Background: an optimization exercise with open tools, aiming at small area. Do not read the settings as production practice. At most, simulation tests tie the RTL to the original design; equivalence was not proved.

== red ==
==> flow/design.v (excerpt) <==
module top_module(
    input clk,
    input load,
    input [255:0] data,
    output reg [255:0] q );
clock: 5.0 ns
lec_check: 0
cap_margin: 0
core_margin: 2
core_utilization: 55
slew_margin: 0
synth_hierarchical: 1
standard.sh (not shown) runs the stock make flow with config.mk's settings and CLKGATE_MAP_FILE= SYNTH_SCRIPT=/design/flow/synth_recipe.tcl, a recipe that flattens the netlist after the stock synthesis.
==> flow/flow/run.sh <==
#!/bin/bash
# The standard layout (standard.sh) with two changes:
#  - after synthesis every logic cell is given the smallest drive strength of
#    its family (flow/downsize.tcl); the resizer upsizes later where needed;
#  - the port buffers that global placement inserts use buf_1.
# Each tool's output goes to the ORFS logs; make's output to standard.log.
set -e
export POST_SYNTH_TCL=$PWD/flow/downsize.tcl
export BUFFER_PORTS_ARGS="-buffer_cell sky130_fd_sc_hd__buf_1"
export CTS_ARGS="-sink_clustering_enable -repair_clock_nets -sink_clustering_size 28 -sink_clustering_max_diameter 120 -buf_list {sky130_fd_sc_hd__clkbuf_16} -root_buf sky130_fd_sc_hd__clkbuf_16 -tree_buf sky130_fd_sc_hd__clkbuf_16 -sink_clustering_buffer sky130_fd_sc_hd__clkbuf_16"
bash standard.sh > standard.log 2>&1
==> flow/flow/downsize.tcl <==
# After synthesis: give every logic cell the smallest drive strength of its
# family (same function, e.g. a21oi_2 -> a21oi_1).  Flip-flops are left alone.
# Later resizer steps still upsize wherever timing, slew or capacitance needs it.
set db [ord::get_db]
set block [[$db getChip] getBlock]
set swapped 0
foreach inst [$block getInsts] {
  set m [$inst getMaster]
  set name [$m getName]
  if {![regexp {^(sky130_fd_sc_hd__[a-z0-9]+)_([0-9]+)$} $name -> base size]} { continue }
  if {[regexp {__(df|sdf|edf|dl|conb|tap|fill|decap|clk)} $base]} { continue }
  set best $m
  set barea [expr {[$m getWidth] * [$m getHeight]}]
  foreach s {0 1 2} {
    set c [$db findMaster "${base}_$s"]
    if {$c eq "NULL" || $c eq ""} { continue }
    set a [expr {[$c getWidth] * [$c getHeight]}]
    if {$a < $barea} { set best $c; set barea $a }
  }
  if {$best ne $m} {
    $inst swapMaster $best
    incr swapped
  }
}
puts "downsize: swapped $swapped instances to smaller drive strengths"
The following lists how blue was set up differently from red:
--- a/flow/flow/run.sh
+++ b/flow/flow/run.sh
@@ -8,4 +8,4 @@
 export POST_SYNTH_TCL=$PWD/flow/downsize.tcl
 export BUFFER_PORTS_ARGS="-buffer_cell sky130_fd_sc_hd__buf_1"
-export CTS_ARGS="-sink_clustering_enable -repair_clock_nets -sink_clustering_size 28 -sink_clustering_max_diameter 120 -buf_list {sky130_fd_sc_hd__clkbuf_16} -root_buf sky130_fd_sc_hd__clkbuf_16 -tree_buf sky130_fd_sc_hd__clkbuf_16 -sink_clustering_buffer sky130_fd_sc_hd__clkbuf_16"
+export CTS_ARGS="-sink_clustering_enable -repair_clock_nets -dont_use_dummy_load -sink_clustering_size 24 -sink_clustering_max_diameter 110 -buf_list {sky130_fd_sc_hd__clkbuf_16} -root_buf sky130_fd_sc_hd__clkbuf_16 -tree_buf sky130_fd_sc_hd__clkbuf_16 -sink_clustering_buffer sky130_fd_sc_hd__clkbuf_16"
 bash standard.sh > standard.log 2>&1
--- outcome ---
Looking only at worst hold slack after final layout, and setting everything else aside, the lower value of blue and red goes to blue.
Compared with red, sum of routed wire segments on met1 in blue decreased slightly.
Comparing blue and red, data arrival time of the critical path is higher on red.
Number of buffer cells added on primary ports came out exactly the same in blue and red.
Reported for blue and red, number of combinational gates with multiple inputs turned out identical to the last digit.

---

## trial 97
Another version of the RTL of top_module (not shown whole).
Size: about 3100 cells after synthesis, about 260 flip-flops, roughly 510 I/O pins, ~33000 µm² of cells after synthesis.
make LEC_CHECK=0 CAP_MARGIN=20 CORE_MARGIN=2 CORE_UTILIZATION=40 SLEW_MARGIN=20 SYNTH_HIERARCHICAL=1 finish   # period 5.0 ns
run.sh (not shown) runs the stock make flow with config.mk's settings and CLKGATE_MAP_FILE= SYNTH_SCRIPT=/design/flow/synth_recipe.tcl, a recipe that flattens the netlist after the stock synthesis.
Stock flow here: none of the scripts above is used.
Trial 97 | stages: all done | timing, DRC, antenna: all pass
--- input diff trial 97..trial 16 ---
Settings: CTS_BUF_LIST now sky130_fd_sc_hd__clkbuf_4, previously not set.
==> flow/flow/run.sh (new file) <==
#!/bin/bash
# Standard layout, but the port buffers use the smallest buffer cell.
export BUFFER_PORTS_ARGS="-buffer_cell sky130_fd_sc_hd__buf_1"
bash standard.sh > standard.log 2>&1
==> flow/standard.sh (new file) <==
#!/bin/bash
# synth_recipe.tcl (not shown) runs the flow's synth.tcl, then flattens the netlist and writes it again
# the make line also repeats each setting of config.mk as NAME=value (left out here)
make -C /OpenROAD-flow-scripts/flow DESIGN_CONFIG=/design/flow/config.mk WORK_HOME=/design/flow/orfs CLKGATE_MAP_FILE= SYNTH_SCRIPT=/design/flow/synth_recipe.tcl "${@:-finish}"
removed: flow/run.sh
Findings:
In trial 16 relative to trial 97, count of plain and timing-repair buffers had gone up slightly. When the final numbers for trial 16 and trial 97 were put side by side, the proportion of cell area occupied by multi-input gates turned out to be smaller in trial 97. Taking trial 97 as the reference point, the utilization of trial 16 falls by 4.1 points. Re headroom to the max-slew limit: trial 97 was lower than trial 16. Changes observed in trial 16 relative to trial 97: deepest level of the CTS H-tree saw an increase, summed area of non-filler cells in the final layout saw a decrease.
No functional check of the RTL was part of any run of this note.

---

The RTL this note starts from:
==> flow/design.v <==
module g_a2111oi_0(input A1, input A2, input B1, input C1, input D1, output Y);
    assign Y = (~A1&~B1&~C1&~D1) | (~A2&~B1&~C1&~D1);
endmodule
module g_a21o_1(input A1, input A2, input B1, output X);
    assign X = (A1&A2) | (B1);
endmodule
module g_a21oi_1(input A1, input A2, input B1, output Y);
    assign Y = (~A1&~B1) | (~A2&~B1);
endmodule
module g_nand2_1(input A, input B, output Y);
    assign Y = (~A) | (~B);
endmodule
module g_nor2_1(input A, input B, output Y);
    assign Y = (~A&~B);
endmodule
module g_o21ai_0(input A1, input A2, input B1, output Y);
    assign Y = (~A1&~A2) | (~B1);
endmodule
module g_o22ai_1(input A1, input A2, input B1, input B2, output Y);
    assign Y = (~B1&~B2) | (~A1&~A2);
endmodule
module life_rule(input a0, input a1, input a2, input pL, input mL, input s0, input load, input d0, output nq0);
    wire new_n8, new_n9, new_n10, new_n11, new_n12, new_n13, new_n14, alive_nl;
    g_a21oi_1 g0(.A1(a1), .A2(mL), .B1(a2), .Y(new_n8));
    g_o22ai_1 g1(.A1(a0), .A2(pL), .B1(a1), .B2(mL), .Y(new_n9));
    g_nand2_1 g2(.A(a0), .B(pL), .Y(new_n10));
    g_o21ai_0 g3(.A1(a1), .A2(mL), .B1(a2), .Y(new_n11));
    g_o21ai_0 g4(.A1(s0), .A2(new_n10), .B1(new_n11), .Y(new_n12));
    g_nor2_1 g5(.A(a0), .B(pL), .Y(new_n13));
    g_a21oi_1 g6(.A1(new_n13), .A2(s0), .B1(new_n8), .Y(new_n14));
    g_a2111oi_0 g7(.A1(new_n8), .A2(new_n9), .B1(new_n12), .C1(new_n14), .D1(load), .Y(alive_nl));
    g_a21o_1 g8(.A1(load), .A2(d0), .B1(alive_nl), .X(nq0));
endmodule
module fa3(input a, input b, input c, output s, output co);
    assign s = a ^ b ^ c;
    assign co = (a & b) | (a & c) | (b & c);
endmodule
module ha2(input a, input b, output s, output co);
    assign s = a ^ b;
    assign co = a & b;
endmodule
module pairsum(input x0, input x1, input y0, input y1, output a0, output a1, output a2);
    wire c;
    ha2 h(.a(x0), .b(y0), .s(a0), .co(c));
    fa3 f(.a(x1), .b(y1), .c(c), .s(a1), .co(a2));
endmodule
module top_module(
    input clk,
    input load,
    input [255:0] data,
    output reg [255:0] q );
    wire [255:0] vp, vm, nxt;
    wire [127:0] a0, a1, a2;
    genvar i, j;
    generate
        for (i = 0; i < 16; i = i + 1) begin : row
            for (j = 0; j < 16; j = j + 1) begin : col
                fa3 vs(.a(q[((i+15)%16)*16 + j]), .b(q[i*16 + j]), .c(q[((i+1)%16)*16 + j]),
                       .s(vp[i*16+j]), .co(vm[i*16+j]));
            end
            for (j = 0; j < 16; j = j + 2) begin : pr
                pairsum ps(.x0(vp[i*16+j]), .x1(vm[i*16+j]), .y0(vp[i*16+j+1]), .y1(vm[i*16+j+1]),
                           .a0(a0[i*8+j/2]), .a1(a1[i*8+j/2]), .a2(a2[i*8+j/2]));
                life_rule re(.a0(a0[i*8+j/2]), .a1(a1[i*8+j/2]), .a2(a2[i*8+j/2]),
                             .pL(vp[i*16+(j+15)%16]), .mL(vm[i*16+(j+15)%16]),
                             .s0(q[i*16+j]), .load(load), .d0(data[i*16+j]), .nq0(nxt[i*16+j]));
                life_rule ro(.a0(a0[i*8+j/2]), .a1(a1[i*8+j/2]), .a2(a2[i*8+j/2]),
                             .pL(vp[i*16+(j+2)%16]), .mL(vm[i*16+(j+2)%16]),
                             .s0(q[i*16+j+1]), .load(load), .d0(data[i*16+j+1]), .nq0(nxt[i*16+j+1]));
            end
        end
    endgenerate
    always @(posedge clk)
        q <= nxt;
endmodule
Settings: LEC_CHECK=0, CAP_MARGIN=20, CORE_MARGIN=2, CORE_UTILIZATION=55, SLEW_MARGIN=20, SYNTH_HIERARCHICAL=1; clock period 5.0 ns.
standard.sh (not shown) runs the stock make flow with config.mk's settings and CLKGATE_MAP_FILE= SYNTH_SCRIPT=/design/flow/synth_recipe.tcl, a recipe that flattens the netlist after the stock synthesis.
==> flow/flow/run.sh <==
#!/bin/bash
# The standard layout (standard.sh) with two changes:
#  - after synthesis every logic cell is given the smallest drive strength of
#    its family (flow/downsize.tcl); the resizer upsizes later where needed;
#  - the port buffers that global placement inserts use buf_1.
# Each tool's output goes to the ORFS logs; make's output to standard.log.
set -e
export POST_SYNTH_TCL=$PWD/flow/downsize.tcl
export BUFFER_PORTS_ARGS="-buffer_cell sky130_fd_sc_hd__buf_1"
export CTS_ARGS="-sink_clustering_enable -repair_clock_nets -sink_clustering_size 20 -sink_clustering_max_diameter 100 -buf_list {sky130_fd_sc_hd__clkbuf_16} -root_buf sky130_fd_sc_hd__clkbuf_16 -tree_buf sky130_fd_sc_hd__clkbuf_16 -sink_clustering_buffer sky130_fd_sc_hd__clkbuf_16"
bash standard.sh > standard.log 2>&1
Scripts as last shown in full above: flow/flow/downsize.tcl
Next try:
- CAP_MARGIN: 20 -> 0
- SLEW_MARGIN: 20 -> 0
Area after synthesis is unchanged.
Critical path depth is unchanged.
Maximum frequency stays the same.
Final area is unchanged.
Hold slack stays the same.
Die area is unchanged.
Next try:
--- a/flow/flow/run.sh
+++ b/flow/flow/run.sh
@@ -9,3 +9,3 @@
 export BUFFER_PORTS_ARGS="-buffer_cell sky130_fd_sc_hd__buf_1"
-export CTS_ARGS="-sink_clustering_enable -repair_clock_nets -sink_clustering_size 20 -sink_clustering_max_diameter 100 -buf_list {sky130_fd_sc_hd__clkbuf_16} -root_buf sky130_fd_sc_hd__clkbuf_16 -tree_buf sky130_fd_sc_hd__clkbuf_16 -sink_clustering_buffer sky130_fd_sc_hd__clkbuf_16"
+export CTS_ARGS="-sink_clustering_enable -repair_clock_nets -sink_clustering_size 24 -sink_clustering_max_diameter 110 -buf_list {sky130_fd_sc_hd__clkbuf_16} -root_buf sky130_fd_sc_hd__clkbuf_16 -tree_buf sky130_fd_sc_hd__clkbuf_16 -sink_clustering_buffer sky130_fd_sc_hd__clkbuf_16"
 bash standard.sh > standard.log 2>&1
After rerunning:
- core utilization went down by 0.16 points
- design area stays flat
- synthesized cell count is unchanged
- sequential share of layout area is about the same
- area after synthesis stays the same
- die area does not change
- cell count barely changes
Next try:
--- a/flow/flow/run.sh
+++ b/flow/flow/run.sh
@@ -9,3 +9,3 @@
 export BUFFER_PORTS_ARGS="-buffer_cell sky130_fd_sc_hd__buf_1"
-export CTS_ARGS="-sink_clustering_enable -repair_clock_nets -sink_clustering_size 24 -sink_clustering_max_diameter 110 -buf_list {sky130_fd_sc_hd__clkbuf_16} -root_buf sky130_fd_sc_hd__clkbuf_16 -tree_buf sky130_fd_sc_hd__clkbuf_16 -sink_clustering_buffer sky130_fd_sc_hd__clkbuf_16"
+export CTS_ARGS="-sink_clustering_enable -repair_clock_nets -sink_clustering_size 20 -sink_clustering_max_diameter 60 -buf_list {sky130_fd_sc_hd__clkbuf_8 sky130_fd_sc_hd__clkbuf_16} -root_buf sky130_fd_sc_hd__clkbuf_16 -tree_buf sky130_fd_sc_hd__clkbuf_16 -sink_clustering_buffer sky130_fd_sc_hd__clkbuf_8"
 bash standard.sh > standard.log 2>&1
- CAP_MARGIN: 0 -> 20
- SLEW_MARGIN: 0 -> 20
Non-clock buffer count stays the same.
Global-route usage grows by 0.39 points.
Synthesized cell count stays the same.
Utilization grows by 0.87 points.
Final cell count grows by 0.95%.
Wire length grows by 0.71%.
Next try:
--- a/flow/flow/run.sh
+++ b/flow/flow/run.sh
@@ -9,3 +9,3 @@
 export BUFFER_PORTS_ARGS="-buffer_cell sky130_fd_sc_hd__buf_1"
-export CTS_ARGS="-sink_clustering_enable -repair_clock_nets -sink_clustering_size 20 -sink_clustering_max_diameter 60 -buf_list {sky130_fd_sc_hd__clkbuf_8 sky130_fd_sc_hd__clkbuf_16} -root_buf sky130_fd_sc_hd__clkbuf_16 -tree_buf sky130_fd_sc_hd__clkbuf_16 -sink_clustering_buffer sky130_fd_sc_hd__clkbuf_8"
+export CTS_ARGS="-sink_clustering_enable -repair_clock_nets -sink_clustering_size 40 -sink_clustering_max_diameter 80 -buf_list {sky130_fd_sc_hd__clkbuf_16} -root_buf sky130_fd_sc_hd__clkbuf_16 -tree_buf sky130_fd_sc_hd__clkbuf_16 -sink_clustering_buffer sky130_fd_sc_hd__clkbuf_16"
 bash standard.sh > standard.log 2>&1
Outcome: The new run ran to the end with no violations; setup slack got worse by 0.059 ns; core utilization is higher by 0.16 points; routed wire length drops slightly; sequential share of layout area is about the same; final cell count is lower slightly; die area stays the same; critical path depth is unchanged; worst hold slack degrades by 0.045 ns; global-route usage goes down by 0.25 points; final area hardly moves.

## afterwards: timing with drivers on the ports
In the flow no input, the clock included, has a driving cell. The finished layouts below were timed again as built, in two steps.
Step 1 (the two cells are an assumption about what drives the block):
set clk [get_ports {clk}]
set_driving_cell -lib_cell sky130_fd_sc_hd__clkbuf_16 $clk
set_driving_cell -lib_cell sky130_fd_sc_hd__buf_2 [delete_from_list [all_inputs] $clk]
Step 2 also shifts input and output timing later by t, the mid clock arrival at the registers, as if the neighbouring blocks saw the same clock.
Three values: ideal ports, drivers, drivers and shift; two values: the first two.
run | t, ns | slack for setup (ns) | worst setup path after step 2 | slew at the worst register clock pin (ns) | pins driven straight from the clock port
red | 0.591 | 1.642 / 1.642 / 1.642 | register to register | 0.12 / 0.12 | 1
blue | 0.594 | 1.675 / 1.675 / 1.675 | register to register | 0.11 / 0.11 | 1
trial 97 | 0.616 | 2.065 / 2.065 / 2.065 | register to register | 0.06 / 0.06 | 1
trial 16 | 0.923 | 2.066 / 2.066 / 2.066 | register to register | 0.07 / 0.07 | 1
the first run of note 3 | 0.623 | 1.875 / 1.875 / 1.875 | register to register | 0.10 / 0.10 | 1
the second run of note 3 | 0.623 | 1.875 / 1.875 / 1.875 | register to register | 0.10 / 0.10 | 1
the third run of note 3 | 0.610 | 1.836 / 1.836 / 1.836 | register to register | 0.12 / 0.12 | 1
the fourth run of note 3 | 0.609 | 1.888 / 1.888 / 1.888 | register to register | 0.09 / 0.09 | 1
the fifth run of note 3 | 0.656 | 1.829 / 1.829 / 1.829 | register to register | 0.09 / 0.09 | 1
After both steps every run listed still meets setup and hold.
